Context: an optimization exercise on an open-source flow, tuned for small area, a short achievable clock period and few clock cycles. The choices shown serve that exercise and are no tape-out recipe.
Where RTL was checked, it was by simulation tests only, not by an equivalence proof against the original.
Function not checked in run 1: the RTL went through the layout flow alone.

$ cat flow/design.v
module geofence(clk, reset, X, Y, valid, is_inside);
input clk;
input reset;
input [9:0] X;
input [9:0] Y;
output reg valid;
output reg is_inside;
reg [4:0] t;
reg [9:0] px, py;            
reg [19:0] buf0, buf1, buf2;   
reg sx, sy;                  
reg [9:0] mx, my;            
reg lsx, lsy, rsx, rsy;
reg [9:0] lmx, lmy, rmx, rmy;
reg ins;
reg [3:0] hp;                
reg [3:0] qo;                
reg [12:0] hx, hy;           
reg glo, plo;
reg an_r, anz_r;             
wire s0 = t == 5'd2 || t == 5'd3 || t == 5'd5 || t == 5'd8 || t == 5'd11 || t == 5'd14;
wire s2 = t == 5'd5 || t == 5'd8 || t == 5'd11 || t == 5'd14 || t == 5'd17;
wire tr = t == 5'd7 || t == 5'd10 || t == 5'd13 || t == 5'd16;    
wire cr = t == 5'd8 || t == 5'd11 || t == 5'd14 || t == 5'd17;    
wire [19:0] vin = (t == 5'd2 || t == 5'd8) ? buf0 : (t == 5'd3 || t == 5'd11) ? buf1 : buf2;
wire [10:0] dx = {1'b0, vin[19:10]} - {1'b0, px};
wire [10:0] dy = {1'b0, vin[9:0]} - {1'b0, py};
wire [9:0] ax = (dx[9:0] ^ {10{dx[10]}}) + {9'd0, dx[10]};
wire [9:0] ay = (dy[9:0] ^ {10{dy[10]}}) + {9'd0, dy[10]};
wire [3:0] side = {Y < py, Y > py, X < px, X > px};
wire early_out = |(hp & side);
wire [3:0] quad = {side[0] & side[3], side[1] & side[3], side[1] & side[2], side[0] & side[2]};
wire early_in = &(qo | quad);
wire zx = mx == 10'd0, zy = my == 10'd0;
wire zlx = lmx == 10'd0, zly = lmy == 10'd0;
wire zrx = rmx == 10'd0, zry = rmy == 10'd0;
wire [9:0] umx = tr ? rmx : lmx, umy = tr ? rmy : lmy;
wire [12:0] hx_d, hy_d;
wire glo_d, plo_d, c_le, c_lt;
xs1 u1(.a(umx), .b(my), .c(umy), .d(mx), .hx(hx_d), .hy(hy_d), .glo(glo_d), .plo(plo_d));
xs2 u2(.hx(hx), .hy(hy), .glo(glo), .plo(plo), .le(c_le), .lt(c_lt));
wire c_s1 = (cr ? rsx : lsx) ^ sy, c_s2 = (cr ? rsy : lsy) ^ sx;
wire c_nz = cr ? (!(zrx || zy) || !(zry || zx)) : (!(zlx || zy) || !(zly || zx));
wire cn  = (c_s1 == c_s2) ? (c_s1 ? !c_le : c_lt) : (c_s1 && c_nz);    
wire cnz = (c_s1 == c_s2) ? (c_s1 ? !c_lt : c_le) : (c_s1 || !c_nz);   
wire an  = cr ? an_r : cn;
wire anz = cr ? anz_r : cnz;
wire bn  = !cnz;             
wire bnz = !cn;
wire opp = (!zx && (sx ^ lsx)) || (!zy && (sy ^ lsy));
wire hit = (zx && zy) || (an && bnz) || (anz && bn) || (anz && !an && bnz && !bn && opp);
wire newl = an && !bnz;       
wire newr = !anz && bn;       
wire early = t == 5'd6 && (ins || early_in || early_out);
wire last = s2 && t != 5'd5 && (ins || hit || t == 5'd17);
always @(posedge clk or posedge reset) begin
    if (reset) t <= 5'd0;
    else if (valid) t <= 5'd0;
    else t <= t + 5'd1;
end
always @(posedge clk) begin
    hx <= hx_d; hy <= hy_d; glo <= glo_d; plo <= plo_d;
    an_r <= cn; anz_r <= cnz;
    if (s0) begin
        sx <= dx[10]; mx <= ax;
        sy <= dy[10]; my <= ay;
    end
end
always @(posedge clk) begin
    if (t == 5'd0) begin
        px <= X;
        py <= Y;
    end
    if (t == 5'd1 || t == 5'd4) buf0 <= {X, Y};
    if (t == 5'd2 || t == 5'd5) buf1 <= {X, Y};
    if (t == 5'd3 || t == 5'd6) buf2 <= {X, Y};
    if (t == 5'd1) begin hp <= side; qo <= quad; end
    else if (t <= 5'd5) begin hp <= hp & side; qo <= qo | quad; end
    if (t == 5'd3) begin
        lsx <= sx; lmx <= mx; lsy <= sy; lmy <= my;
        rsx <= sx; rmx <= mx; rsy <= sy; rmy <= my;
        ins <= zx && zy;
    end else if (s2) begin
        if (hit) ins <= 1'b1;
        if (newl) begin lsx <= sx; lmx <= mx; lsy <= sy; lmy <= my; end
        if (newr) begin rsx <= sx; rmx <= mx; rsy <= sy; rmy <= my; end
    end
end
always @(posedge clk or posedge reset) begin
    if (reset) begin
        valid <= 1'b0;
        is_inside <= 1'b0;
    end else begin
        valid <= !valid && (early || last);
        is_inside <= early ? (ins || early_in) : (ins || hit);
    end
end
endmodule
module xs1(input [9:0] a, input [9:0] b, input [9:0] c, input [9:0] d,
           output [12:0] hx, output [12:0] hy, output glo, output plo);
wire t1 = (a[0] & b[9]) ^ ~(c[0] & d[9]) ^ (a[1] & b[8]);
wire t2 = ((a[0] & b[9]) & ~(c[0] & d[9])) | ((a[0] & b[9]) & (a[1] & b[8])) | (~(c[0] & d[9]) & (a[1] & b[8]));
wire t3 = (a[1] & b[9]) ^ ~(c[1] & d[9]);
wire t4 = (a[1] & b[9]) & ~(c[1] & d[9]);
wire t5 = (a[0] & b[6]) ^ ~(c[0] & d[6]) ^ (a[1] & b[5]);
wire t6 = ((a[0] & b[6]) & ~(c[0] & d[6])) | ((a[0] & b[6]) & (a[1] & b[5])) | (~(c[0] & d[6]) & (a[1] & b[5]));
wire t7 = (a[0] & b[7]) ^ ~(c[0] & d[7]) ^ (a[1] & b[6]);
wire t8 = ((a[0] & b[7]) & ~(c[0] & d[7])) | ((a[0] & b[7]) & (a[1] & b[6])) | (~(c[0] & d[7]) & (a[1] & b[6]));
wire t9 = ~(c[1] & d[6]) ^ (a[2] & b[5]) ^ ~(c[2] & d[5]);
wire t10 = (~(c[1] & d[6]) & (a[2] & b[5])) | (~(c[1] & d[6]) & ~(c[2] & d[5])) | ((a[2] & b[5]) & ~(c[2] & d[5]));
wire t11 = (a[3] & b[4]) ^ ~(c[3] & d[4]);
wire t12 = (a[3] & b[4]) & ~(c[3] & d[4]);
wire t13 = (a[0] & b[8]) ^ ~(c[0] & d[8]) ^ (a[1] & b[7]);
wire t14 = ((a[0] & b[8]) & ~(c[0] & d[8])) | ((a[0] & b[8]) & (a[1] & b[7])) | (~(c[0] & d[8]) & (a[1] & b[7]));
wire t15 = ~(c[1] & d[7]) ^ (a[2] & b[6]) ^ ~(c[2] & d[6]);
wire t16 = (~(c[1] & d[7]) & (a[2] & b[6])) | (~(c[1] & d[7]) & ~(c[2] & d[6])) | ((a[2] & b[6]) & ~(c[2] & d[6]));
wire t17 = (a[3] & b[5]) ^ ~(c[3] & d[5]) ^ (a[4] & b[4]);
wire t18 = ((a[3] & b[5]) & ~(c[3] & d[5])) | ((a[3] & b[5]) & (a[4] & b[4])) | (~(c[3] & d[5]) & (a[4] & b[4]));
wire t19 = ~(c[4] & d[4]) ^ (a[5] & b[3]) ^ ~(c[5] & d[3]);
wire t20 = (~(c[4] & d[4]) & (a[5] & b[3])) | (~(c[4] & d[4]) & ~(c[5] & d[3])) | ((a[5] & b[3]) & ~(c[5] & d[3]));
wire t21 = (a[6] & b[2]) ^ ~(c[6] & d[2]);
wire t22 = (a[6] & b[2]) & ~(c[6] & d[2]);
wire t23 = ~(c[1] & d[8]) ^ (a[2] & b[7]) ^ ~(c[2] & d[7]);
wire t24 = (~(c[1] & d[8]) & (a[2] & b[7])) | (~(c[1] & d[8]) & ~(c[2] & d[7])) | ((a[2] & b[7]) & ~(c[2] & d[7]));
wire t25 = (a[3] & b[6]) ^ ~(c[3] & d[6]) ^ (a[4] & b[5]);
wire t26 = ((a[3] & b[6]) & ~(c[3] & d[6])) | ((a[3] & b[6]) & (a[4] & b[5])) | (~(c[3] & d[6]) & (a[4] & b[5]));
wire t27 = ~(c[4] & d[5]) ^ (a[5] & b[4]) ^ ~(c[5] & d[4]);
wire t28 = (~(c[4] & d[5]) & (a[5] & b[4])) | (~(c[4] & d[5]) & ~(c[5] & d[4])) | ((a[5] & b[4]) & ~(c[5] & d[4]));
wire t29 = (a[6] & b[3]) ^ ~(c[6] & d[3]) ^ (a[7] & b[2]);
wire t30 = ((a[6] & b[3]) & ~(c[6] & d[3])) | ((a[6] & b[3]) & (a[7] & b[2])) | (~(c[6] & d[3]) & (a[7] & b[2]));
wire t31 = ~(c[7] & d[2]) ^ (a[8] & b[1]) ^ ~(c[8] & d[1]);
wire t32 = (~(c[7] & d[2]) & (a[8] & b[1])) | (~(c[7] & d[2]) & ~(c[8] & d[1])) | ((a[8] & b[1]) & ~(c[8] & d[1]));
wire t33 = (a[9] & b[0]) ^ ~(c[9] & d[0]);
wire t34 = (a[9] & b[0]) & ~(c[9] & d[0]);
wire t35 = (a[2] & b[8]) ^ ~(c[2] & d[8]) ^ (a[3] & b[7]);
wire t36 = ((a[2] & b[8]) & ~(c[2] & d[8])) | ((a[2] & b[8]) & (a[3] & b[7])) | (~(c[2] & d[8]) & (a[3] & b[7]));
wire t37 = ~(c[3] & d[7]) ^ (a[4] & b[6]) ^ ~(c[4] & d[6]);
wire t38 = (~(c[3] & d[7]) & (a[4] & b[6])) | (~(c[3] & d[7]) & ~(c[4] & d[6])) | ((a[4] & b[6]) & ~(c[4] & d[6]));
wire t39 = (a[5] & b[5]) ^ ~(c[5] & d[5]) ^ (a[6] & b[4]);
wire t40 = ((a[5] & b[5]) & ~(c[5] & d[5])) | ((a[5] & b[5]) & (a[6] & b[4])) | (~(c[5] & d[5]) & (a[6] & b[4]));
wire t41 = ~(c[6] & d[4]) ^ (a[7] & b[3]) ^ ~(c[7] & d[3]);
wire t42 = (~(c[6] & d[4]) & (a[7] & b[3])) | (~(c[6] & d[4]) & ~(c[7] & d[3])) | ((a[7] & b[3]) & ~(c[7] & d[3]));
wire t43 = (a[8] & b[2]) ^ ~(c[8] & d[2]) ^ (a[9] & b[1]);
wire t44 = ((a[8] & b[2]) & ~(c[8] & d[2])) | ((a[8] & b[2]) & (a[9] & b[1])) | (~(c[8] & d[2]) & (a[9] & b[1]));
wire t45 = ~(c[9] & d[1]) ^ 1'b1 ^ t2;
wire t46 = (~(c[9] & d[1]) & 1'b1) | (~(c[9] & d[1]) & t2) | (1'b1 & t2);
wire t47 = (a[2] & b[9]) ^ ~(c[2] & d[9]) ^ (a[3] & b[8]);
wire t48 = ((a[2] & b[9]) & ~(c[2] & d[9])) | ((a[2] & b[9]) & (a[3] & b[8])) | (~(c[2] & d[9]) & (a[3] & b[8]));
wire t49 = ~(c[3] & d[8]) ^ (a[4] & b[7]) ^ ~(c[4] & d[7]);
wire t50 = (~(c[3] & d[8]) & (a[4] & b[7])) | (~(c[3] & d[8]) & ~(c[4] & d[7])) | ((a[4] & b[7]) & ~(c[4] & d[7]));
wire t51 = (a[5] & b[6]) ^ ~(c[5] & d[6]) ^ (a[6] & b[5]);
wire t52 = ((a[5] & b[6]) & ~(c[5] & d[6])) | ((a[5] & b[6]) & (a[6] & b[5])) | (~(c[5] & d[6]) & (a[6] & b[5]));
wire t53 = ~(c[6] & d[5]) ^ (a[7] & b[4]) ^ ~(c[7] & d[4]);
wire t54 = (~(c[6] & d[5]) & (a[7] & b[4])) | (~(c[6] & d[5]) & ~(c[7] & d[4])) | ((a[7] & b[4]) & ~(c[7] & d[4]));
wire t55 = (a[8] & b[3]) ^ ~(c[8] & d[3]) ^ (a[9] & b[2]);
wire t56 = ((a[8] & b[3]) & ~(c[8] & d[3])) | ((a[8] & b[3]) & (a[9] & b[2])) | (~(c[8] & d[3]) & (a[9] & b[2]));
wire t57 = (a[3] & b[9]) ^ ~(c[3] & d[9]) ^ (a[4] & b[8]);
wire t58 = ((a[3] & b[9]) & ~(c[3] & d[9])) | ((a[3] & b[9]) & (a[4] & b[8])) | (~(c[3] & d[9]) & (a[4] & b[8]));
wire t59 = ~(c[4] & d[8]) ^ (a[5] & b[7]) ^ ~(c[5] & d[7]);
wire t60 = (~(c[4] & d[8]) & (a[5] & b[7])) | (~(c[4] & d[8]) & ~(c[5] & d[7])) | ((a[5] & b[7]) & ~(c[5] & d[7]));
wire t61 = (a[6] & b[6]) ^ ~(c[6] & d[6]) ^ (a[7] & b[5]);
wire t62 = ((a[6] & b[6]) & ~(c[6] & d[6])) | ((a[6] & b[6]) & (a[7] & b[5])) | (~(c[6] & d[6]) & (a[7] & b[5]));
wire t63 = (a[4] & b[9]) ^ ~(c[4] & d[9]) ^ (a[5] & b[8]);
wire t64 = ((a[4] & b[9]) & ~(c[4] & d[9])) | ((a[4] & b[9]) & (a[5] & b[8])) | (~(c[4] & d[9]) & (a[5] & b[8]));
wire t65 = (a[0] & b[4]) ^ ~(c[0] & d[4]) ^ (a[1] & b[3]);
wire t66 = ((a[0] & b[4]) & ~(c[0] & d[4])) | ((a[0] & b[4]) & (a[1] & b[3])) | (~(c[0] & d[4]) & (a[1] & b[3]));
wire t67 = (a[0] & b[5]) ^ ~(c[0] & d[5]) ^ (a[1] & b[4]);
wire t68 = ((a[0] & b[5]) & ~(c[0] & d[5])) | ((a[0] & b[5]) & (a[1] & b[4])) | (~(c[0] & d[5]) & (a[1] & b[4]));
wire t69 = ~(c[1] & d[4]) ^ (a[2] & b[3]) ^ ~(c[2] & d[3]);
wire t70 = (~(c[1] & d[4]) & (a[2] & b[3])) | (~(c[1] & d[4]) & ~(c[2] & d[3])) | ((a[2] & b[3]) & ~(c[2] & d[3]));
wire t71 = (a[3] & b[2]) ^ ~(c[3] & d[2]);
wire t72 = (a[3] & b[2]) & ~(c[3] & d[2]);
wire t73 = ~(c[1] & d[5]) ^ (a[2] & b[4]) ^ ~(c[2] & d[4]);
wire t74 = (~(c[1] & d[5]) & (a[2] & b[4])) | (~(c[1] & d[5]) & ~(c[2] & d[4])) | ((a[2] & b[4]) & ~(c[2] & d[4]));
wire t75 = (a[3] & b[3]) ^ ~(c[3] & d[3]) ^ (a[4] & b[2]);
wire t76 = ((a[3] & b[3]) & ~(c[3] & d[3])) | ((a[3] & b[3]) & (a[4] & b[2])) | (~(c[3] & d[3]) & (a[4] & b[2]));
wire t77 = ~(c[4] & d[2]) ^ (a[5] & b[1]) ^ ~(c[5] & d[1]);
wire t78 = (~(c[4] & d[2]) & (a[5] & b[1])) | (~(c[4] & d[2]) & ~(c[5] & d[1])) | ((a[5] & b[1]) & ~(c[5] & d[1]));
wire t79 = (a[6] & b[0]) ^ ~(c[6] & d[0]);
wire t80 = (a[6] & b[0]) & ~(c[6] & d[0]);
wire t81 = (a[4] & b[3]) ^ ~(c[4] & d[3]) ^ (a[5] & b[2]);
wire t82 = ((a[4] & b[3]) & ~(c[4] & d[3])) | ((a[4] & b[3]) & (a[5] & b[2])) | (~(c[4] & d[3]) & (a[5] & b[2]));
wire t83 = ~(c[5] & d[2]) ^ (a[6] & b[1]) ^ ~(c[6] & d[1]);
wire t84 = (~(c[5] & d[2]) & (a[6] & b[1])) | (~(c[5] & d[2]) & ~(c[6] & d[1])) | ((a[6] & b[1]) & ~(c[6] & d[1]));
wire t85 = (a[7] & b[0]) ^ ~(c[7] & d[0]) ^ 1'b1;
wire t86 = ((a[7] & b[0]) & ~(c[7] & d[0])) | ((a[7] & b[0]) & 1'b1) | (~(c[7] & d[0]) & 1'b1);
wire t87 = t6 ^ t7 ^ t9;
wire t88 = (t6 & t7) | (t6 & t9) | (t7 & t9);
wire t89 = (a[7] & b[1]) ^ ~(c[7] & d[1]) ^ (a[8] & b[0]);
wire t90 = ((a[7] & b[1]) & ~(c[7] & d[1])) | ((a[7] & b[1]) & (a[8] & b[0])) | (~(c[7] & d[1]) & (a[8] & b[0]));
wire t91 = ~(c[8] & d[0]) ^ 1'b1 ^ t8;
wire t92 = (~(c[8] & d[0]) & 1'b1) | (~(c[8] & d[0]) & t8) | (1'b1 & t8);
wire t93 = t10 ^ t12 ^ t13;
wire t94 = (t10 & t12) | (t10 & t13) | (t12 & t13);
wire t95 = t15 ^ t17 ^ t19;
wire t96 = (t15 & t17) | (t15 & t19) | (t17 & t19);
wire t97 = 1'b1 ^ t1 ^ t14;
wire t98 = (1'b1 & t1) | (1'b1 & t14) | (t1 & t14);
wire t99 = t16 ^ t18 ^ t20;
wire t100 = (t16 & t18) | (t16 & t20) | (t18 & t20);
wire t101 = t22 ^ t23 ^ t25;
wire t102 = (t22 & t23) | (t22 & t25) | (t23 & t25);
wire t103 = t27 ^ t29 ^ t31;
wire t104 = (t27 & t29) | (t27 & t31) | (t29 & t31);
wire t105 = t3 ^ t24 ^ t26;
wire t106 = (t3 & t24) | (t3 & t26) | (t24 & t26);
wire t107 = t28 ^ t30 ^ t32;
wire t108 = (t28 & t30) | (t28 & t32) | (t30 & t32);
wire t109 = t34 ^ t35 ^ t37;
wire t110 = (t34 & t35) | (t34 & t37) | (t35 & t37);
wire t111 = t39 ^ t41 ^ t43;
wire t112 = (t39 & t41) | (t39 & t43) | (t41 & t43);
wire t113 = ~(c[9] & d[2]) ^ t4 ^ t36;
wire t114 = (~(c[9] & d[2]) & t4) | (~(c[9] & d[2]) & t36) | (t4 & t36);
wire t115 = t38 ^ t40 ^ t42;
wire t116 = (t38 & t40) | (t38 & t42) | (t40 & t42);
wire t117 = t44 ^ t46 ^ t47;
wire t118 = (t44 & t46) | (t44 & t47) | (t46 & t47);
wire t119 = t49 ^ t51 ^ t53;
wire t120 = (t49 & t51) | (t49 & t53) | (t51 & t53);
wire t121 = ~(c[7] & d[5]) ^ (a[8] & b[4]) ^ ~(c[8] & d[4]);
wire t122 = (~(c[7] & d[5]) & (a[8] & b[4])) | (~(c[7] & d[5]) & ~(c[8] & d[4])) | ((a[8] & b[4]) & ~(c[8] & d[4]));
wire t123 = (a[9] & b[3]) ^ ~(c[9] & d[3]) ^ t48;
wire t124 = ((a[9] & b[3]) & ~(c[9] & d[3])) | ((a[9] & b[3]) & t48) | (~(c[9] & d[3]) & t48);
wire t125 = t50 ^ t52 ^ t54;
wire t126 = (t50 & t52) | (t50 & t54) | (t52 & t54);
wire t127 = t56 ^ t57 ^ t59;
wire t128 = (t56 & t57) | (t56 & t59) | (t57 & t59);
wire t129 = ~(c[5] & d[8]) ^ (a[6] & b[7]) ^ ~(c[6] & d[7]);
wire t130 = (~(c[5] & d[8]) & (a[6] & b[7])) | (~(c[5] & d[8]) & ~(c[6] & d[7])) | ((a[6] & b[7]) & ~(c[6] & d[7]));
wire t131 = (a[7] & b[6]) ^ ~(c[7] & d[6]) ^ (a[8] & b[5]);
wire t132 = ((a[7] & b[6]) & ~(c[7] & d[6])) | ((a[7] & b[6]) & (a[8] & b[5])) | (~(c[7] & d[6]) & (a[8] & b[5]));
wire t133 = ~(c[8] & d[5]) ^ (a[9] & b[4]) ^ ~(c[9] & d[4]);
wire t134 = (~(c[8] & d[5]) & (a[9] & b[4])) | (~(c[8] & d[5]) & ~(c[9] & d[4])) | ((a[9] & b[4]) & ~(c[9] & d[4]));
wire t135 = t58 ^ t60 ^ t62;
wire t136 = (t58 & t60) | (t58 & t62) | (t60 & t62);
wire t137 = (a[5] & b[9]) ^ ~(c[5] & d[9]) ^ (a[6] & b[8]);
wire t138 = ((a[5] & b[9]) & ~(c[5] & d[9])) | ((a[5] & b[9]) & (a[6] & b[8])) | (~(c[5] & d[9]) & (a[6] & b[8]));
wire t139 = ~(c[6] & d[8]) ^ (a[7] & b[7]) ^ ~(c[7] & d[7]);
wire t140 = (~(c[6] & d[8]) & (a[7] & b[7])) | (~(c[6] & d[8]) & ~(c[7] & d[7])) | ((a[7] & b[7]) & ~(c[7] & d[7]));
wire t141 = (a[8] & b[6]) ^ ~(c[8] & d[6]) ^ (a[9] & b[5]);
wire t142 = ((a[8] & b[6]) & ~(c[8] & d[6])) | ((a[8] & b[6]) & (a[9] & b[5])) | (~(c[8] & d[6]) & (a[9] & b[5]));
wire t143 = (a[6] & b[9]) ^ ~(c[6] & d[9]) ^ (a[7] & b[8]);
wire t144 = ((a[6] & b[9]) & ~(c[6] & d[9])) | ((a[6] & b[9]) & (a[7] & b[8])) | (~(c[6] & d[9]) & (a[7] & b[8]));
wire t145 = (a[0] & b[2]) ^ ~(c[0] & d[2]);
wire t146 = (a[0] & b[2]) & ~(c[0] & d[2]);
wire t147 = (a[0] & b[3]) ^ ~(c[0] & d[3]) ^ (a[1] & b[2]);
wire t148 = ((a[0] & b[3]) & ~(c[0] & d[3])) | ((a[0] & b[3]) & (a[1] & b[2])) | (~(c[0] & d[3]) & (a[1] & b[2]));
wire t149 = ~(c[1] & d[2]) ^ (a[2] & b[1]) ^ ~(c[2] & d[1]);
wire t150 = (~(c[1] & d[2]) & (a[2] & b[1])) | (~(c[1] & d[2]) & ~(c[2] & d[1])) | ((a[2] & b[1]) & ~(c[2] & d[1]));
wire t151 = ~(c[1] & d[3]) ^ (a[2] & b[2]) ^ ~(c[2] & d[2]);
wire t152 = (~(c[1] & d[3]) & (a[2] & b[2])) | (~(c[1] & d[3]) & ~(c[2] & d[2])) | ((a[2] & b[2]) & ~(c[2] & d[2]));
wire t153 = (a[3] & b[1]) ^ ~(c[3] & d[1]) ^ (a[4] & b[0]);
wire t154 = ((a[3] & b[1]) & ~(c[3] & d[1])) | ((a[3] & b[1]) & (a[4] & b[0])) | (~(c[3] & d[1]) & (a[4] & b[0]));
wire t155 = ~(c[4] & d[0]) ^ 1'b1;
wire t156 = ~(c[4] & d[0]) & 1'b1;
wire t157 = (a[4] & b[1]) ^ ~(c[4] & d[1]) ^ (a[5] & b[0]);
wire t158 = ((a[4] & b[1]) & ~(c[4] & d[1])) | ((a[4] & b[1]) & (a[5] & b[0])) | (~(c[4] & d[1]) & (a[5] & b[0]));
wire t159 = ~(c[5] & d[0]) ^ 1'b1 ^ t66;
wire t160 = (~(c[5] & d[0]) & 1'b1) | (~(c[5] & d[0]) & t66) | (1'b1 & t66);
wire t161 = t67 ^ t69 ^ t71;
wire t162 = (t67 & t69) | (t67 & t71) | (t69 & t71);
wire t163 = 1'b1 ^ t5 ^ t68;
wire t164 = (1'b1 & t5) | (1'b1 & t68) | (t5 & t68);
wire t165 = t70 ^ t72 ^ t73;
wire t166 = (t70 & t72) | (t70 & t73) | (t72 & t73);
wire t167 = t75 ^ t77 ^ t79;
wire t168 = (t75 & t77) | (t75 & t79) | (t77 & t79);
wire t169 = t11 ^ t74 ^ t76;
wire t170 = (t11 & t74) | (t11 & t76) | (t74 & t76);
wire t171 = t78 ^ t80 ^ t81;
wire t172 = (t78 & t80) | (t78 & t81) | (t80 & t81);
wire t173 = t83 ^ t85 ^ t87;
wire t174 = (t83 & t85) | (t83 & t87) | (t85 & t87);
wire t175 = t21 ^ t82 ^ t84;
wire t176 = (t21 & t82) | (t21 & t84) | (t82 & t84);
wire t177 = t86 ^ t88 ^ t89;
wire t178 = (t86 & t88) | (t86 & t89) | (t88 & t89);
wire t179 = t91 ^ t93 ^ t95;
wire t180 = (t91 & t93) | (t91 & t95) | (t93 & t95);
wire t181 = t33 ^ t90 ^ t92;
wire t182 = (t33 & t90) | (t33 & t92) | (t90 & t92);
wire t183 = t94 ^ t96 ^ t97;
wire t184 = (t94 & t96) | (t94 & t97) | (t96 & t97);
wire t185 = t99 ^ t101 ^ t103;
wire t186 = (t99 & t101) | (t99 & t103) | (t101 & t103);
wire t187 = t45 ^ t98 ^ t100;
wire t188 = (t45 & t98) | (t45 & t100) | (t98 & t100);
wire t189 = t102 ^ t104 ^ t105;
wire t190 = (t102 & t104) | (t102 & t105) | (t104 & t105);
wire t191 = t107 ^ t109 ^ t111;
wire t192 = (t107 & t109) | (t107 & t111) | (t109 & t111);
wire t193 = t55 ^ t106 ^ t108;
wire t194 = (t55 & t106) | (t55 & t108) | (t106 & t108);
wire t195 = t110 ^ t112 ^ t113;
wire t196 = (t110 & t112) | (t110 & t113) | (t112 & t113);
wire t197 = t115 ^ t117 ^ t119;
wire t198 = (t115 & t117) | (t115 & t119) | (t117 & t119);
wire t199 = t61 ^ t114 ^ t116;
wire t200 = (t61 & t114) | (t61 & t116) | (t114 & t116);
wire t201 = t118 ^ t120 ^ t121;
wire t202 = (t118 & t120) | (t118 & t121) | (t120 & t121);
wire t203 = t123 ^ t125 ^ t127;
wire t204 = (t123 & t125) | (t123 & t127) | (t125 & t127);
wire t205 = t63 ^ t122 ^ t124;
wire t206 = (t63 & t122) | (t63 & t124) | (t122 & t124);
wire t207 = t126 ^ t128 ^ t129;
wire t208 = (t126 & t128) | (t126 & t129) | (t128 & t129);
wire t209 = t131 ^ t133 ^ t135;
wire t210 = (t131 & t133) | (t131 & t135) | (t133 & t135);
wire t211 = ~(c[9] & d[5]) ^ t64 ^ t130;
wire t212 = (~(c[9] & d[5]) & t64) | (~(c[9] & d[5]) & t130) | (t64 & t130);
wire t213 = t132 ^ t134 ^ t136;
wire t214 = (t132 & t134) | (t132 & t136) | (t134 & t136);
wire t215 = t137 ^ t139 ^ t141;
wire t216 = (t137 & t139) | (t137 & t141) | (t139 & t141);
wire t217 = ~(c[7] & d[8]) ^ (a[8] & b[7]) ^ ~(c[8] & d[7]);
wire t218 = (~(c[7] & d[8]) & (a[8] & b[7])) | (~(c[7] & d[8]) & ~(c[8] & d[7])) | ((a[8] & b[7]) & ~(c[8] & d[7]));
wire t219 = (a[9] & b[6]) ^ ~(c[9] & d[6]) ^ t138;
wire t220 = ((a[9] & b[6]) & ~(c[9] & d[6])) | ((a[9] & b[6]) & t138) | (~(c[9] & d[6]) & t138);
wire t221 = t140 ^ t142 ^ t143;
wire t222 = (t140 & t142) | (t140 & t143) | (t142 & t143);
wire t223 = (a[7] & b[9]) ^ ~(c[7] & d[9]) ^ (a[8] & b[8]);
wire t224 = ((a[7] & b[9]) & ~(c[7] & d[9])) | ((a[7] & b[9]) & (a[8] & b[8])) | (~(c[7] & d[9]) & (a[8] & b[8]));
wire t225 = ~(c[8] & d[8]) ^ (a[9] & b[7]) ^ ~(c[9] & d[7]);
wire t226 = (~(c[8] & d[8]) & (a[9] & b[7])) | (~(c[8] & d[8]) & ~(c[9] & d[7])) | ((a[9] & b[7]) & ~(c[9] & d[7]));
wire t227 = (a[0] & b[1]) ^ ~(c[0] & d[1]);
wire t228 = (a[0] & b[1]) & ~(c[0] & d[1]);
wire t229 = (a[1] & b[1]) ^ ~(c[1] & d[1]) ^ (a[2] & b[0]);
wire t230 = ((a[1] & b[1]) & ~(c[1] & d[1])) | ((a[1] & b[1]) & (a[2] & b[0])) | (~(c[1] & d[1]) & (a[2] & b[0]));
wire t231 = ~(c[2] & d[0]) ^ 1'b1;
wire t232 = ~(c[2] & d[0]) & 1'b1;
wire t233 = (a[3] & b[0]) ^ ~(c[3] & d[0]) ^ 1'b1;
wire t234 = ((a[3] & b[0]) & ~(c[3] & d[0])) | ((a[3] & b[0]) & 1'b1) | (~(c[3] & d[0]) & 1'b1);
wire t235 = t146 ^ t147 ^ t149;
wire t236 = (t146 & t147) | (t146 & t149) | (t147 & t149);
wire t237 = t65 ^ t148 ^ t150;
wire t238 = (t65 & t148) | (t65 & t150) | (t148 & t150);
wire t239 = t151 ^ t153 ^ t155;
wire t240 = (t151 & t153) | (t151 & t155) | (t153 & t155);
wire t241 = t152 ^ t154 ^ t156;
wire t242 = (t152 & t154) | (t152 & t156) | (t154 & t156);
wire t243 = t157 ^ t159 ^ t161;
wire t244 = (t157 & t159) | (t157 & t161) | (t159 & t161);
wire t245 = t158 ^ t160 ^ t162;
wire t246 = (t158 & t160) | (t158 & t162) | (t160 & t162);
wire t247 = t163 ^ t165 ^ t167;
wire t248 = (t163 & t165) | (t163 & t167) | (t165 & t167);
wire t249 = t164 ^ t166 ^ t168;
wire t250 = (t164 & t166) | (t164 & t168) | (t166 & t168);
wire t251 = t169 ^ t171 ^ t173;
wire t252 = (t169 & t171) | (t169 & t173) | (t171 & t173);
wire t253 = t170 ^ t172 ^ t174;
wire t254 = (t170 & t172) | (t170 & t174) | (t172 & t174);
wire t255 = t175 ^ t177 ^ t179;
wire t256 = (t175 & t177) | (t175 & t179) | (t177 & t179);
wire t257 = t176 ^ t178 ^ t180;
wire t258 = (t176 & t178) | (t176 & t180) | (t178 & t180);
wire t259 = t181 ^ t183 ^ t185;
wire t260 = (t181 & t183) | (t181 & t185) | (t183 & t185);
wire t261 = t182 ^ t184 ^ t186;
wire t262 = (t182 & t184) | (t182 & t186) | (t184 & t186);
wire t263 = t187 ^ t189 ^ t191;
wire t264 = (t187 & t189) | (t187 & t191) | (t189 & t191);
wire t265 = t188 ^ t190 ^ t192;
wire t266 = (t188 & t190) | (t188 & t192) | (t190 & t192);
wire t267 = t193 ^ t195 ^ t197;
wire t268 = (t193 & t195) | (t193 & t197) | (t195 & t197);
wire t269 = t194 ^ t196 ^ t198;
wire t270 = (t194 & t196) | (t194 & t198) | (t196 & t198);
wire t271 = t199 ^ t201 ^ t203;
wire t272 = (t199 & t201) | (t199 & t203) | (t201 & t203);
wire t273 = t200 ^ t202 ^ t204;
wire t274 = (t200 & t202) | (t200 & t204) | (t202 & t204);
wire t275 = t205 ^ t207 ^ t209;
wire t276 = (t205 & t207) | (t205 & t209) | (t207 & t209);
wire t277 = t206 ^ t208 ^ t210;
wire t278 = (t206 & t208) | (t206 & t210) | (t208 & t210);
wire t279 = t211 ^ t213 ^ t215;
wire t280 = (t211 & t213) | (t211 & t215) | (t213 & t215);
wire t281 = t212 ^ t214 ^ t216;
wire t282 = (t212 & t214) | (t212 & t216) | (t214 & t216);
wire t283 = t217 ^ t219 ^ t221;
wire t284 = (t217 & t219) | (t217 & t221) | (t219 & t221);
wire t285 = t144 ^ t218 ^ t220;
wire t286 = (t144 & t218) | (t144 & t220) | (t218 & t220);
wire t287 = t222 ^ t223 ^ t225;
wire t288 = (t222 & t223) | (t222 & t225) | (t223 & t225);
wire t289 = (a[8] & b[9]) ^ ~(c[8] & d[9]) ^ (a[9] & b[8]);
wire t290 = ((a[8] & b[9]) & ~(c[8] & d[9])) | ((a[8] & b[9]) & (a[9] & b[8])) | (~(c[8] & d[9]) & (a[9] & b[8]));
wire t291 = ~(c[9] & d[8]) ^ t224 ^ t226;
wire t292 = (~(c[9] & d[8]) & t224) | (~(c[9] & d[8]) & t226) | (t224 & t226);
wire t293 = (a[1] & b[0]) ^ ~(c[1] & d[0]);
wire t294 = (a[1] & b[0]) & ~(c[1] & d[0]);
wire t295 = t145 ^ t228 ^ t229;
wire t296 = (t145 & t228) | (t145 & t229) | (t228 & t229);
wire t297 = t230 ^ t232 ^ t233;
wire t298 = (t230 & t232) | (t230 & t233) | (t232 & t233);
wire t299 = t234 ^ t236 ^ t237;
wire t300 = (t234 & t236) | (t234 & t237) | (t236 & t237);
wire t301 = t238 ^ t240 ^ t241;
wire t302 = (t238 & t240) | (t238 & t241) | (t240 & t241);
wire t303 = t242 ^ t244 ^ t245;
wire t304 = (t242 & t244) | (t242 & t245) | (t244 & t245);
wire t305 = t246 ^ t248 ^ t249;
wire t306 = (t246 & t248) | (t246 & t249) | (t248 & t249);
wire t307 = t250 ^ t252 ^ t253;
wire t308 = (t250 & t252) | (t250 & t253) | (t252 & t253);
wire t309 = t254 ^ t256 ^ t257;
wire t310 = (t254 & t256) | (t254 & t257) | (t256 & t257);
wire t311 = t258 ^ t260 ^ t261;
wire t312 = (t258 & t260) | (t258 & t261) | (t260 & t261);
wire t313 = t262 ^ t264 ^ t265;
wire t314 = (t262 & t264) | (t262 & t265) | (t264 & t265);
wire t315 = t266 ^ t268 ^ t269;
wire t316 = (t266 & t268) | (t266 & t269) | (t268 & t269);
wire t317 = t270 ^ t272 ^ t273;
wire t318 = (t270 & t272) | (t270 & t273) | (t272 & t273);
wire t319 = t274 ^ t276 ^ t277;
wire t320 = (t274 & t276) | (t274 & t277) | (t276 & t277);
wire t321 = t278 ^ t280 ^ t281;
wire t322 = (t278 & t280) | (t278 & t281) | (t280 & t281);
wire t323 = t282 ^ t284 ^ t285;
wire t324 = (t282 & t284) | (t282 & t285) | (t284 & t285);
wire t325 = t286 ^ t288 ^ t289;
wire t326 = (t286 & t288) | (t286 & t289) | (t288 & t289);
wire t327 = (a[9] & b[9]) ^ ~(c[9] & d[9]) ^ t290;
wire t328 = ((a[9] & b[9]) & ~(c[9] & d[9])) | ((a[9] & b[9]) & t290) | (~(c[9] & d[9]) & t290);
wire t329 = 1'b1 ^ t227;
wire t330 = 1'b1 & t227;
wire t331 = t231 ^ t294 ^ t295;
wire t332 = (t231 & t294) | (t231 & t295) | (t294 & t295);
wire t333 = t235 ^ t296 ^ t297;
wire t334 = (t235 & t296) | (t235 & t297) | (t296 & t297);
wire t335 = t239 ^ t298 ^ t299;
wire t336 = (t239 & t298) | (t239 & t299) | (t298 & t299);
wire t337 = t243 ^ t300 ^ t301;
wire t338 = (t243 & t300) | (t243 & t301) | (t300 & t301);
wire t339 = t247 ^ t302 ^ t303;
wire t340 = (t247 & t302) | (t247 & t303) | (t302 & t303);
wire t341 = t251 ^ t304 ^ t305;
wire t342 = (t251 & t304) | (t251 & t305) | (t304 & t305);
wire t343 = t255 ^ t306 ^ t307;
wire t344 = (t255 & t306) | (t255 & t307) | (t306 & t307);
wire t345 = t259 ^ t308 ^ t309;
wire t346 = (t259 & t308) | (t259 & t309) | (t308 & t309);
wire t347 = t263 ^ t310 ^ t311;
wire t348 = (t263 & t310) | (t263 & t311) | (t310 & t311);
wire t349 = t267 ^ t312 ^ t313;
wire t350 = (t267 & t312) | (t267 & t313) | (t312 & t313);
wire t351 = t271 ^ t314 ^ t315;
wire t352 = (t271 & t314) | (t271 & t315) | (t314 & t315);
wire t353 = t275 ^ t316 ^ t317;
wire t354 = (t275 & t316) | (t275 & t317) | (t316 & t317);
wire t355 = t279 ^ t318 ^ t319;
wire t356 = (t279 & t318) | (t279 & t319) | (t318 & t319);
wire t357 = t283 ^ t320 ^ t321;
wire t358 = (t283 & t320) | (t283 & t321) | (t320 & t321);
wire t359 = t287 ^ t322 ^ t323;
wire t360 = (t287 & t322) | (t287 & t323) | (t322 & t323);
wire t361 = t291 ^ t324 ^ t325;
wire t362 = (t291 & t324) | (t291 & t325) | (t324 & t325);
wire t363 = t292 ^ t326 ^ t327;
wire t364 = (t292 & t326) | (t292 & t327) | (t326 & t327);
wire [20:0] x = {1'b1, t328, t362, t360, t358, t356, t354, t352, t350, t348, t346, t344, t342, t340, t338, t336, t334, t332, t330, t293, (a[0] & b[0])};
wire [20:0] y = {1'b0, t364, t363, t361, t359, t357, t355, t353, t351, t349, t347, t345, t343, t341, t339, t337, t335, t333, t331, t329, ~(c[0] & d[0])};
assign hx = x[20:8];
assign hy = y[20:8];
wire [7:0] g = x[7:0] & y[7:0];
wire [7:0] p = x[7:0] | y[7:0];
wire lG1 = g[1] | (p[1] & g[0]);
wire lP1 = p[1] & p[0];
wire lG2 = g[3] | (p[3] & g[2]);
wire lP2 = p[3] & p[2];
wire lG3 = lG2 | (lP2 & lG1);
wire lP3 = lP2 & lP1;
wire lG4 = g[5] | (p[5] & g[4]);
wire lP4 = p[5] & p[4];
wire lG5 = g[7] | (p[7] & g[6]);
wire lP5 = p[7] & p[6];
wire lG6 = lG5 | (lP5 & lG4);
wire lP6 = lP5 & lP4;
wire lG7 = lG6 | (lP6 & lG3);
wire lP7 = lP6 & lP3;
assign glo = lG7;
assign plo = lP7;
endmodule
module xs2(input [12:0] hx, input [12:0] hy, input glo, input plo, output le, output lt);
wire [11:0] g = hx[11:0] & hy[11:0];
wire [11:0] p = hx[11:0] | hy[11:0];
wire hG1 = g[2] | (p[2] & g[1]);
wire hP1 = p[2] & p[1];
wire hG2 = hG1 | (hP1 & g[0]);
wire hP2 = hP1 & p[0];
wire hG3 = g[5] | (p[5] & g[4]);
wire hP3 = p[5] & p[4];
wire hG4 = hG3 | (hP3 & g[3]);
wire hP4 = hP3 & p[3];
wire hG5 = hG4 | (hP4 & hG2);
wire hP5 = hP4 & hP2;
wire hG6 = g[8] | (p[8] & g[7]);
wire hP6 = p[8] & p[7];
wire hG7 = hG6 | (hP6 & g[6]);
wire hP7 = hP6 & p[6];
wire hG8 = g[11] | (p[11] & g[10]);
wire hP8 = p[11] & p[10];
wire hG9 = hG8 | (hP8 & g[9]);
wire hP9 = hP8 & p[9];
wire hG10 = hG9 | (hP9 & hG7);
wire hP10 = hP9 & hP7;
wire hG11 = hG10 | (hP10 & hG5);
wire hP11 = hP10 & hP5;
wire top = hx[12] ^ hy[12];
wire gall = hG11 | (hP11 & glo);
wire pall = hP11 & plo;
assign le = top ^ gall;
assign lt = top ^ (gall | pall);
endmodule
$ cat flow/flow/run.sh
#!/bin/bash
# The standard layout, with one extra step between synthesis and floorplan:
# invopt.py removes the inverters that Yosys's full-adder extraction leaves between
# adders (see invopt.py). Each tool's output goes to a log of its own.
set -euo pipefail
R=orfs/results/$FLOW_PLATFORM/geofence/base
LIB=$FLOW_HOME/platforms/$FLOW_PLATFORM/lib/sky130_fd_sc_hd__tt_025C_1v80.lib
bash standard.sh synth > synth.log 2>&1
cp $R/1_2_yosys.v 1_2_yosys.synth.v
python3 flow/invopt.py $LIB 1_2_yosys.synth.v 1_2_yosys.invopt.v > invopt.log 2>&1
cp 1_2_yosys.invopt.v $R/1_2_yosys.v
bash standard.sh SETUP_SLACK_MARGIN=7.5 "CTS_ARGS=-sink_clustering_enable -repair_clock_nets -buf_list {sky130_fd_sc_hd__clkbuf_4 sky130_fd_sc_hd__clkbuf_8} -sink_clustering_size 20 -sink_clustering_max_diameter 60 -dont_use_dummy_load" finish > layout.log 2>&1
$ cat flow/flow/invopt.py
#!/usr/bin/env python3
"""Polarity clean-up of a mapped sky130hd netlist (Yosys write_verilog output).

Yosys's extract_fa maps many full adders in inverted form (inverted inputs and outputs),
which leaves inverters between adders. A full adder is self-dual: FA(~a,~b,~c) gives
(~sum, ~cout). This script removes every inverter, then picks for each full adder whether
to use it inverted, and for some single-output gates whether to swap them for their
complement (and2 <-> nand2, ...), so that as few inverters as possible are needed; it
then adds one inverter per signal whose complement is still needed. The function of the
netlist and its registers are unchanged.

usage: invopt.py lib in.v out.v"""
import re, sys, random

lib_path, src, dst = sys.argv[1:4]
P = "sky130_fd_sc_hd__"

# cell areas and pin directions from the liberty file
areas, pins, cur, curpin = {}, {}, None, None
for line in open(lib_path):
    m = re.match(r'\s*cell \("(\w+)"\)', line)
    if m:
        cur = m.group(1); pins[cur] = {}; continue
    m = re.match(r'\s*area\s*:\s*([0-9.]+)', line)
    if m and cur and cur not in areas:
        areas[cur] = float(m.group(1))
    m = re.match(r'\s*pin \("(\w+)"\)', line)
    if m and cur:
        curpin = m.group(1); continue
    m = re.match(r'\s*direction\s*:\s*"?(\w+)"?', line)
    if m and cur and curpin:
        pins[cur][curpin] = m.group(1); curpin = None

PAIRS = [("and2", "nand2"), ("or2", "nor2"), ("xor2", "xnor2"), ("and3", "nand3"),
         ("or3", "nor3"), ("and4", "nand4"), ("or4", "nor4"), ("a21o", "a21oi"),
         ("o21a", "o21ai"), ("a22o", "a22oi"), ("o22a", "o22ai"), ("a211o", "a211oi"),
         ("o211a", "o211ai"), ("a31o", "a31oi"), ("o31a", "o31ai"), ("xor3", "xnor3"),
         ("buf", "inv"), ("clkbuf", "inv"), ("a221o", "a221oi"), ("o221a", "o221ai"),
         ("a41o", "a41oi"), ("o41a", "o41ai"), ("a32o", "a32oi"), ("o32a", "o32ai"),
         ("mux2", "mux2i")]
COMP = {}
for a, b, d in [(a, b, d) for a, b in PAIRS for d in ("_4", "_2", "_1")] + \
        [(b, a, d) for a, b in PAIRS for d in ("_4", "_2", "_1")]:
    x, y = P + a + d, P + b + "_1"
    if a == "inv":
        continue
    if x in pins and y in pins:
        ix = sorted(p for p, d in pins[x].items() if d == "input")
        iy = sorted(p for p, d in pins[y].items() if d == "input")
        ox = [p for p, d in pins[x].items() if d == "output"]
        oy = [p for p, d in pins[y].items() if d == "output"]
        if ix == iy and len(ox) == 1 and len(oy) == 1:
            COMP[x] = (y, ox[0], oy[0])
INV = re.compile(P + r"(inv|clkinv)_\d+$")
FA = P + "fa_1"
HA = P + "ha_1"

text = open(src).read()
mod = re.search(r"module\s+(\w+)\s*\((.*?)\);(.*)endmodule", text, re.S)
body = mod.group(3)
outputs = set()
for m in re.finditer(r"^\s*output\s+(\[[^\]]*\]\s*)?(\w+)\s*;", body, re.M):
    outputs.add(m.group(2))
inputs = set()
for m in re.finditer(r"^\s*input\s+(\[[^\]]*\]\s*)?(\w+)\s*;", body, re.M):
    inputs.add(m.group(2))

cell_re = re.compile(r"^\s*(" + P + r"\w+)\s+(\S+)\s*\((.*?)\);", re.M | re.S)
pin_re = re.compile(r"\.(\w+)\(\s*(.*?)\s*\)\s*(?:,|$)", re.S)
cells = []
for m in cell_re.finditer(body):
    t, name, conns = m.group(1), m.group(2), m.group(3)
    pc = [(p, n.strip()) for p, n in pin_re.findall(conns)]
    cells.append([t, name, pc])
if re.search(r"^\s*assign\s", body, re.M):
    sys.exit("netlist has assign statements")
other = cell_re.sub("", body)

def is_out(t, p):
    return pins[t].get(p) == "output"

# nets driven by inverters: net -> input net
inv_of = {}
for t, name, pc in cells:
    if INV.match(t):
        d = dict(pc); inv_of[d["Y"]] = d["A"]
def base(n):
    pol = 0
    while n in inv_of:
        n = inv_of[n]; pol ^= 1
    return n, pol

for o in outputs:
    if base(o)[1] or o in inv_of:
        sys.exit("output port driven by an inverter")

# variables: full adders (flip all pins) and complementable gates (flip the output)
var_of_cell = {}
driver_var = {}   # base net -> var index (its physical polarity)
nvar = 0
ctype = []
for i, (t, name, pc) in enumerate(cells):
    if INV.match(t):
        continue
    if t == FA or t in COMP or t == HA:
        var_of_cell[i] = nvar; ctype.append(t); nvar += 1
        if t != HA:
            for p, n in pc:
                if is_out(t, p):
                    driver_var[n] = var_of_cell[i]
val = [0] * nvar

# loads: (cell index, pin, base net, literal polarity, var of load or None)
loads = {}
for i, (t, name, pc) in enumerate(cells):
    if INV.match(t):
        continue
    for p, n in pc:
        if is_out(t, p):
            continue
        b, pol = base(n)
        v = var_of_cell[i] if t in (FA, HA) else None
        loads.setdefault(b, []).append((i, p, pol, v))
for o in outputs:
    loads.setdefault(o, []).append((None, o, 0, None))

sig_of_var = {}
for b in loads:
    if b in driver_var:
        sig_of_var.setdefault(driver_var[b], []).append(b)
for_var_loads = {}
for b, ls in loads.items():
    for (i, p, pol, v) in ls:
        if v is not None:
            for_var_loads.setdefault(v, set()).add(b)

inv_area = areas[P + "inv_1"]
def sig_cost(b):
    ph = val[driver_var[b]] if b in driver_var else 0
    need = False
    for (i, p, pol, v) in loads[b]:
        req = pol ^ (val[v] if v is not None else 0)
        if req != ph:
            need = True; break
    return inv_area if need else 0.0
def var_cost(v):
    t = ctype[v]
    if t == FA:
        return 0.0
    if t == HA:
        return (areas[P + "xor2_1"] + areas[P + "nor2_1"]) if val[v] else areas[t]
    return areas[COMP[t][0]] if val[v] else areas[t]
def touched(v):
    s = set(sig_of_var.get(v, [])) | for_var_loads.get(v, set())
    return s

total = sum(sig_cost(b) for b in loads) + sum(var_cost(v) for v in range(nvar))
start = total + inv_area * 0
orig = sum(areas[t] for t, n, pc in cells if INV.match(t) or t == FA or t in COMP)
order = list(range(nvar))
rng = random.Random(1)
def delta(v):
    ss = touched(v)
    before = sum(sig_cost(b) for b in ss) + var_cost(v)
    val[v] ^= 1
    after = sum(sig_cost(b) for b in ss) + var_cost(v)
    val[v] ^= 1
    return after - before
def descend():
    global total
    improved = True
    while improved:
        improved = False
        rng.shuffle(order)
        for v in order:
            d = delta(v)
            if d < -1e-9 or (d < 1e-9 and rng.random() < 0.3):
                val[v] ^= 1; total += d
                if d < -1e-9:
                    improved = True
descend()
best, best_val = total, list(val)
# simulated annealing over single flips, then a final descent from the best state
import math, os
steps = int(os.environ.get("SA_STEPS", "3000000"))
t0, t1 = 3.0, 0.05
for it in range(steps):
    T = t0 * (t1 / t0) ** (it / steps)
    v = rng.randrange(nvar)
    d = delta(v)
    if d < 1e-9 or rng.random() < math.exp(-d / T):
        val[v] ^= 1
        total += d
        if total < best - 1e-9:
            best, best_val = total, list(val)
val[:] = best_val
total = best
descend()
# rewrite
def W(n):
    return n + " " if n.startswith("\\") else n
new_cells = []
inv_net = {}
k = 0
for b in sorted(loads):
    ph = val[driver_var[b]] if b in driver_var else 0
    for (i, p, pol, v) in loads[b]:
        req = pol ^ (val[v] if v is not None else 0)
        if req != ph and b not in inv_net:
            k += 1
            inv_net[b] = f"invopt_{k}"
            new_cells.append(f"  {P}inv_1 invopt_c{k} (\n    .A({W(b)}),\n    .Y({inv_net[b]})\n  );")
conn = {}
for b, ls in loads.items():
    ph = val[driver_var[b]] if b in driver_var else 0
    for (i, p, pol, v) in ls:
        req = pol ^ (val[v] if v is not None else 0)
        net = b if req == ph else inv_net[b]
        if i is None:
            if net != p:
                sys.exit("output port polarity")
            continue
        conn[(i, p)] = net
conn = {k: W(n) for k, n in conn.items()}
out_cells = []
for i, (t, name, pc) in enumerate(cells):
    if INV.match(t):
        continue
    if t == HA and val[var_of_cell[i]]:
        d = dict(pc)
        a, b = conn[(i, "A")], conn[(i, "B")]
        if "SUM" in d:
            out_cells.append(f"  {P}xor2_1 {name}_s (\n    .A({a}),\n    .B({b}),\n    .X({W(d['SUM'])})\n  );")
        if "COUT" in d:
            out_cells.append(f"  {P}nor2_1 {name}_c (\n    .A({a}),\n    .B({b}),\n    .Y({W(d['COUT'])})\n  );")
        continue
    nt = t
    opin = {}
    if i in var_of_cell and t != FA and val[var_of_cell[i]]:
        nt, po, pn = COMP[t]
        opin[po] = pn
    items = []
    for p, n in pc:
        if is_out(t, p):
            items.append(f"    .{opin.get(p, p)}({W(n)})")
        else:
            items.append(f"    .{p}({conn[(i, p)]})")
    out_cells.append(f"  {nt} {name} (\n" + ",\n".join(items) + "\n  );")
decl = "\n".join(f"  wire {inv_net[b]};" for b in sorted(inv_net, key=lambda b: inv_net[b]))
newbody = other.rstrip() + "\n" + decl + "\n" + "\n".join(out_cells + new_cells) + "\n"
out = text[:mod.start(3)] + newbody + text[mod.end(3):]
open(dst, "w").write(out)
ninv0 = sum(1 for t, n, pc in cells if INV.match(t))
nflip = sum(1 for v in range(nvar) if val[v] and ctype[v] in (FA, HA))
ncomp = sum(1 for v in range(nvar) if val[v] and ctype[v] != FA)
sys.stderr.write(f"invopt: inverters {ninv0} -> {k}, adders flipped {nflip}, gates swapped {ncomp}, "
                 f"area of touched cells {orig:.1f} -> {total:.1f}\n")
$ cat flow/standard.sh
#!/bin/bash
# synth_recipe.tcl (not shown) runs the flow's synth.tcl, then flattens the netlist and writes it again
# the make line also repeats each setting of config.mk as NAME=value (left out here)
make -C /OpenROAD-flow-scripts/flow DESIGN_CONFIG=/design/flow/config.mk WORK_HOME=/design/flow/orfs CLKGATE_MAP_FILE= SYNTH_SCRIPT=/design/flow/synth_recipe.tcl "${@:-finish}"
$ cat flow/config.mk
export PLATFORM = sky130hd
export DESIGN_NAME = geofence
export DESIGN_NICKNAME = geofence
export VERILOG_FILES = /design/flow/design.v
export SDC_FILE = /design/flow/constraint.sdc
export NUM_CORES = 4
export LEC_CHECK = 0
export CAP_MARGIN = 20
export CORE_MARGIN = 2
export CORE_UTILIZATION = 40
export CTS_BUF_LIST = sky130_fd_sc_hd__clkbuf_4 sky130_fd_sc_hd__clkbuf_8
export CTS_CLUSTER_DIAMETER = 60
export CTS_CLUSTER_SIZE = 20
export PLACE_DENSITY = 0.6
export SETUP_SLACK_MARGIN = 5
export SLEW_MARGIN = 20
$ cat flow/constraint.sdc
create_clock -name core_clock -period 12.0 [get_ports {clk}]
set_input_delay 2.4000 -clock core_clock [delete_from_list [all_inputs] [get_ports {clk}]]
set_output_delay 2.4000 -clock core_clock [all_outputs]
set_load 0.01 [all_outputs]
==> results of run 1 <==
[stage by stage]
stage	hold WS, ns	utilization (%)	cells	instance area (um^2)
final	0.541	47.0	1706	15800
after global placement	0.533	43.3	1635	14600
after detailed placement	0.543	43.3	1635	14600
after floorplan	0.467	-	1192	13900
after global routing	0.569	47.0	1706	15800
after CTS	0.542	45.7	1688	15400
[metal layers]
layer  share of wire (%)  GRT usage, %
met1                  43          24.9
met2                  50          33.0
met3                 5.1          3.32
met4                 1.7          5.19
met5                   0             0
[state kept, by name, summed over array words and instances (netlist names), 4 cells and up]
signal and count:
t 5, buf2 20, my 10, qo 4, rmx 10, lmy 10, rmy 10, buf0 20
py 10, hp 4, buf1 20, hy 12, lmx 10, mx 10, hx 12, px 10
[layout by cell type, fill, tap and decap left out, types with 14 or more instances in the layout]
cell	n
clkbuf_8	17
nor2_1	57
nor2b_1	28
dfxtp_1	28
nand2_1	144
buf_4	40
xnor2_1	26
xor2_1	26
fa_1	101
and2_1	69
fa_2	64
mux2i_1	26
edfxtp_1	155
nand3_1	14
o21ai_0	37
clkdlybuf4s50_1	17
a21oi_1	26
mux2_4	19
ha_1	47
inv_1	86
[how the worst min path moves through the flow]
stage | slack (ns) | to | cells past startpoint
CTS | 0.54 | rsx$_DFFE_PP_ | 0
global route | 0.57 | rsx$_DFFE_PP_ | 0
finish | 0.54 | rsx$_DFFE_PP_ | 0
global placement | 0.53 | t[0]$_DFF_PP0_ | 1
floorplan | 0.47 | lmx[2]$_DFFE_PP_ | 0
detailed placement | 0.54 | t[0]$_DFF_PP0_ | 1
[worst reg2reg max path, cell delays in order, from the launching register on]
cell,delay [ns]
dfrtp_2,0.48
inv_4,0.11
nor2_4,0.05
nand2_2,0.08
o21ai_4,0.07
a21oi_2,0.19
o22ai_4,0.12
buf_6,0.15
buf_12,0.12
mux2_4,0.33
and2_1,0.19
fa_1,0.52
inv_1,0.06
fa_1,0.45
fa_2,0.37
fa_1,0.51
fa_1,0.56
inv_2,0.05
nand2_2,0.05
o221ai_2,0.09
or3_4,0.35
o221ai_2,0.16
[final cells by class]
cell class	instances	area, um^2	area share (%)
multi-input combinational	874	8470	53.5
sequential	190	5390	34.1
timing repair buffer	80	807	5.10
tap	448	561	3.54
inverter	97	369	2.33
clock buffer	17	234	1.48
[what timing repair did]
item / in CTS / in global routing
pin swaps: 25 / 38
setup endpoints to repair: 37 / 36
gates cloned: 4 / 2
gates resized for setup: 59 / 96
setup buffers: 32 / 16
endpoints found under the hold margin: 0 / 0
==> results.txt, run 1 <==
- Die area: 0.0359 mm^2
- IO Port Bufs: 23
- Initial antenna violation count: 0
- Setup ws final: between 6 and 7 ns
- Mapped Cells: 1192
- Antenna Cells: 0
- Post-Syn Area: 0.0138 mm^2
- R2R cell count: 21
- CP arrival: roughly 5.5 ns
- Initial DRC Count: 611
- Fin nets: 1496
- Tmin final: between 5 and 6 ns
- Final ANT Viol Nets: 0
- Reg clk slew, reported paths: 0.11 ns
- TritonCTS Sinks: between 150 and 200
- Worst R2R Start: t[0]$_DFF_PP0_
- Core area: 0.0337 mm^2
- First-pass GRT wire length: 52700 um
- Final Setup Violations: 0
- Crit. End Element: register
- Yosys warning count: 1
- Worst R2R End: glo$_DFF_P_
- Worst slack, placed: 6.26 ns
- Final Skew: 0.0431 ns
- Drt first pass iters: 5
- Final slew viol count: 0
- Chip height: approximately 190 um
- Final wirelength: 32700 um
- DR WL/cell: 19.2 um
- CTS Buffer Depth: 2
- Family with the most delay on the worst path: adder cells
- Slew @ Worst Pin: 1.01 ns
- Outcome: timing/DRC/antenna clean
- Fin crit share: around 43%
- Cells along the critical path: inv_4, nor2_4, nand2_2, o21ai_4, a21oi_2, o22ai_4, buf_6, buf_12, mux2_4, and2_1, fa_1, inv_1, fa_1, fa_2, fa_1, fa_1, inv_2, nand2_2, o221ai_2, or3_4, o221ai_2
- R2R Setup Slk: a little under 7 ns
- Min-delay src: sx$_DFFE_PP_
- Max-slew headroom: 32.4%
- Max incr delay on CP: 0.56 ns
- Detailed placement HPWL: 22700 um
- Number of global-route vias before repair: 9740
- Via count: between 9000 and 10000
- Fillers: 3058
- Critical Path End: glo$_DFF_P_
- Max-Cap Viols: 0
- Critical path class: reg2reg
- Critical path depth in cells: 21
- Slowest-stage cell, CP: fa_1
- Setup TNS: 0 ns
- Remaining DRCs: 0
- GRT Resource Usage Total: between 10% and 20%
- Fmax: around 190 MHz
- Top cell by count, worst path: fa_1
- Final Wtd Congestion: 0.812
- HP Class: reg2reg
- Die W: 189 um
- CTS H-tree lvls: 4
- CTS tree: done
- Critical Path Source: t[0]$_DFF_PP0_
- Row count: 67
- CP Launch Type: register
- Synthesized Nets: 1428
- Via-per-instance ratio: 5.34
- Syn Area/Cell: 11.5 um^2
- Pin count of the biggest net entering global routing: 41
- Post-CTS Hold Fix Bufs: 0
- CTS Buf Count: 17
- CTS Root Cell: clkbuf_8
- Starting Density: 40.8%
- Maximum fanout along the worst path: 5
- P&R area growth vs syn: 15.1%
- # IOs: 24
- Critical Path RT: 12.39 ns
- Hold Violations, Final: 0
- Buf+Inv Stages, Crit Path: 5
- Layout cell share with drive strength beyond 1: around a fifth
- RSZ-0062 raised after global routing: true
- Clock Latency Late Sink: 0.48 ns
- Overflow after GRT: 0
==> run 2: changes to the inputs <==
--- a/flow/design.v
+++ b/flow/design.v
@@ -19,8 +19,19 @@
 reg glo, plo;
 reg an_r, anz_r;             
-wire s0 = t == 5'd2 || t == 5'd3 || t == 5'd5 || t == 5'd8 || t == 5'd11 || t == 5'd14;
-wire s2 = t == 5'd5 || t == 5'd8 || t == 5'd11 || t == 5'd14 || t == 5'd17;
-wire tr = t == 5'd7 || t == 5'd10 || t == 5'd13 || t == 5'd16;    
-wire cr = t == 5'd8 || t == 5'd11 || t == 5'd14 || t == 5'd17;    
+reg s0;                      
+reg s2;                      
+reg tr;                      
+reg cr;                      
+wire [4:0] tn = t + 5'd1;
+always @(posedge clk or posedge reset) begin
+    if (reset) begin
+        s0 <= 1'b0; s2 <= 1'b0; tr <= 1'b0; cr <= 1'b0;
+    end else begin
+        s0 <= !valid && (tn == 5'd2 || tn == 5'd3 || tn == 5'd5 || tn == 5'd8 || tn == 5'd11 || tn == 5'd14);
+        s2 <= !valid && (tn == 5'd5 || tn == 5'd8 || tn == 5'd11 || tn == 5'd14 || tn == 5'd17);
+        tr <= !valid && (tn == 5'd7 || tn == 5'd10 || tn == 5'd13 || tn == 5'd16);
+        cr <= !valid && tr;
+    end
+end
 wire [19:0] vin = (t == 5'd2 || t == 5'd8) ? buf0 : (t == 5'd3 || t == 5'd11) ? buf1 : buf2;
 wire [10:0] dx = {1'b0, vin[19:10]} - {1'b0, px};
==> run 2 against run 1 <==
  * Still clean
  * Core utilization is 2.2 points lower
  * Register-to-register slack improved by 0.59 ns
  * Sequential cell count rose by 4
  * Critical path type unchanged
  * Non-clock buffer count shrank 21
  * Clock skew down 0.00055 ns
  * Cell count decreased by 1.0%
==> results.txt, run 2 <==
- CP arrival: 4.96 ns (was 5.53 ns)
- CTS Buf Count: 17 (unchanged)
- Maximum fanout along the worst path: 6 (was 5)
- Outcome: timing/DRC/antenna clean (unchanged)
- Via count: 9010 (was 9117)
- Slew @ Worst Pin: 0.941 ns (was 1.01 ns)
- CTS Buffer Depth: 2 (unchanged)
- Max-Cap Viols: 0 (unchanged)
- GR Util met1: 24.8% (was 24.9%)
- Met2 Use GR: 30.0% (was 33.0%)
- Fillers: 3182 (was 3058)
- Yosys warning count: 1 (unchanged)
- Initial antenna violation count: 0 (unchanged)
- P&R area growth vs syn: 10.7% (was 15.1%)
- Via-per-instance ratio: 5.33 (was 5.34)
- Core area: 0.0344 mm^2 (was 0.0337 mm^2)
- Setup TNS: 0 ns (unchanged)
- Tmin final: 4.55 ns (was 5.14 ns)
- Crit. End Element: register (unchanged)
- CTS Root Cell: clkbuf_8 (unchanged)
- Commonest cells after routing, fill and taps aside: fa_1, edfxtp_1, nand2_1 (was edfxtp_1, nand2_1, fa_1)
- Post-Syn Area: 0.0139 mm^2 (was 0.0138 mm^2)
- Drt first pass iters: 5 (unchanged)
- Pin count of the biggest net entering global routing: 41 (unchanged)
- CTS H-tree lvls: 4 (unchanged)
- Row count: 68 (was 67)
- Final Setup Violations: 0 (unchanged)
- Post-CTS Hold Fix Bufs: 0 (unchanged)
- Final Wtd Congestion: 0.818 (was 0.812)
- Starting Density: 40.5% (was 40.8%)
- IO Port Bufs: 23 (unchanged)
- Largest regs: buf0 (20), buf1 (20), buf2 (20) (unchanged)
- Die W: 190 um (was 189 um)
- Max-slew headroom: 37.3% (was 32.4%)
- Final slew viol count: 0 (unchanged)
- Final Skew: 0.0426 ns (was 0.0431 ns)
- HP Class: reg2reg (unchanged)
- Commonest non-fill, non-tap cell in the layout: fa_1 (was edfxtp_1)
- Met3 GRT Util: 3.07% (was 3.32%)
- Chip height: 190 um (was 189 um)
- Mapped Cells: 1195 (was 1192)
- Remaining DRCs: 0 (unchanged)
- Die area: 0.0363 mm^2 (was 0.0359 mm^2)
- Critical path class: reg2reg (unchanged)
- Critical Path RT: 12.41 ns (was 12.39 ns)
- RSZ-0062 raised after global routing: true (unchanged)
- Fin nets: 1468 (was 1496)
- Hold Violations, Final: 0 (unchanged)
- TritonCTS Sinks: 194 (was 190)
- Fin crit share: 37.9% (was 42.8%)
- CP Launch Type: register (unchanged)
- Syn Area/Cell: 11.6 um^2 (was 11.5 um^2)
- First-pass GRT wire length: 50600 um (was 52700 um)
- DR WL/cell: 19.4 um (was 19.2 um)
- Fmax: 220 MHz (was 195 MHz)
- Detailed placement HPWL: 22900 um (was 22700 um)
- Clock Latency Late Sink: 0.50 ns (was 0.48 ns)
- Synthesized Nets: 1427 (was 1428)
- Layout cell share with drive strength beyond 1: 11.1% (was 19.2%)
- Hold WS: 0.560 ns (was 0.541 ns)
- Overflow after GRT: 0 (unchanged)
- Antenna Cells: 0 (unchanged)
- Initial DRC Count: 628 (was 611)
- # IOs: 24 (unchanged)
- Gr busiest metal: met2 (unchanged)
- Final wirelength: 32700 um (about the same)
- GRT Resource Usage Total: 18.4% (was 19.1%)
- Number of global-route vias before repair: 9115 (was 9740)
- Reg clk slew, reported paths: 0.09 ns (was 0.11 ns)
- Final ANT Viol Nets: 0 (unchanged)
- CTS tree: done (unchanged)
-- run 2: what timing repair did --
action	in CTS	in global routing
pin swaps	10	22
endpoints found under the setup margin	27	12
gates cloned	0	2
gates resized for setup	39	47
buffers inserted	11	14
-- run 2: worst max-delay path, stage by stage, from the launching register on --
cell and delay [ns]:
dfrtp_4 0.53, buf_8 0.15, buf_12 0.12, mux2_4 0.32, and2_4 0.17, fa_1 0.60
fa_2 0.47, fa_2 0.35, fa_1 0.47, fa_1 0.56, inv_2 0.04, nand2_2 0.05
o221ai_2 0.09, or3_4 0.40, o221ai_2 0.16
-- run 2: path summary, 6_finish.rpt --
| kind | from | end | slack (ns) | depth (start not counted) |
|---|---|---|---|---|
| hold / removal | t[0]$_DFF_PP0_ | t[0]$_DFF_PP0_ | 0.56 | 1 |
| setup reg to reg | tr$_DFF_PP0_ | glo$_DFF_P_ | 7.45 | 14 |
| hold reg to reg | t[0]$_DFF_PP0_ | t[0]$_DFF_PP0_ | 0.56 | 1 |
| max in group asynchronous | reset | tr$_DFF_PP0_ | 9.44 | 2 |
| min in group asynchronous | reset | is_inside$_DFF_PP0_ | 2.21 | 2 |
| setup / recovery | tr$_DFF_PP0_ | glo$_DFF_P_ | 7.45 | 14 |
-- run 2: cell type report --
class / instances / area (um^2) / share of cell area (%)
clock buffer: 17 / 234 / 1.52
inverter: 67 / 258 / 1.67
multi-input combinational: 897 / 8280 / 53.8
sequential: 194 / 5500 / 35.7
tap: 455 / 569 / 3.70
timing repair buffer: 59 / 553 / 3.59
-- run 2: routing by layer --
layer,vias to the layer above,wire length [um]
li1,4172,-
met1,4558,14400
met2,238,16000
met3,42,1480
met4,0,804
met5,-,0
-- run 2: through the flow --
step	cells	utilization [%]	cell area [um^2]	setup WS, ns
after floorplan	1195	-	13900	7.50
after global placement	1645	42.7	14700	6.54
after detailed placement	1645	42.7	14700	6.51
after CTS	1673	43.9	15100	7.49
after global routing	1689	44.8	15400	7.33
final	1689	44.8	15400	7.45
Testbench counts of run 2, summed over its fixed seeds: cycles 79,733.

-- afterwards: timing with drivers on the ports --
How much do the figures lean on ideal ports? The routed layouts below were timed once more, with nothing changed but the port constraints.
Step 1 (the two cells are an assumption about what drives the block):
set clk [get_ports {clk}]
set_driving_cell -lib_cell sky130_fd_sc_hd__clkbuf_16 $clk
set_driving_cell -lib_cell sky130_fd_sc_hd__buf_2 [delete_from_list [all_inputs] $clk]
Step 2 adds t to the input delays and takes it off the output delays; t is the mean of the earliest and latest rising clock arrival at the registers after step 1. Input paths then give back, and output paths get back, about the clock's delay inside the block.
Three values: ideal, step 1, step 2; two values: the first two.
run | t, ns | setup slack, ns | latest minus earliest clock arrival (ns)
run 1 | 0.506 | 6.859 / 6.859 / 6.859 | 0.048 / 0.047
run 2 | 0.528 | 7.452 / 7.452 / 7.074 | 0.046 / 0.046
After both steps setup and hold are still met in every run listed. The setup slack of run 2, which loses most, moves by 0.000 ns with the drivers and by -0.378 ns with both steps.
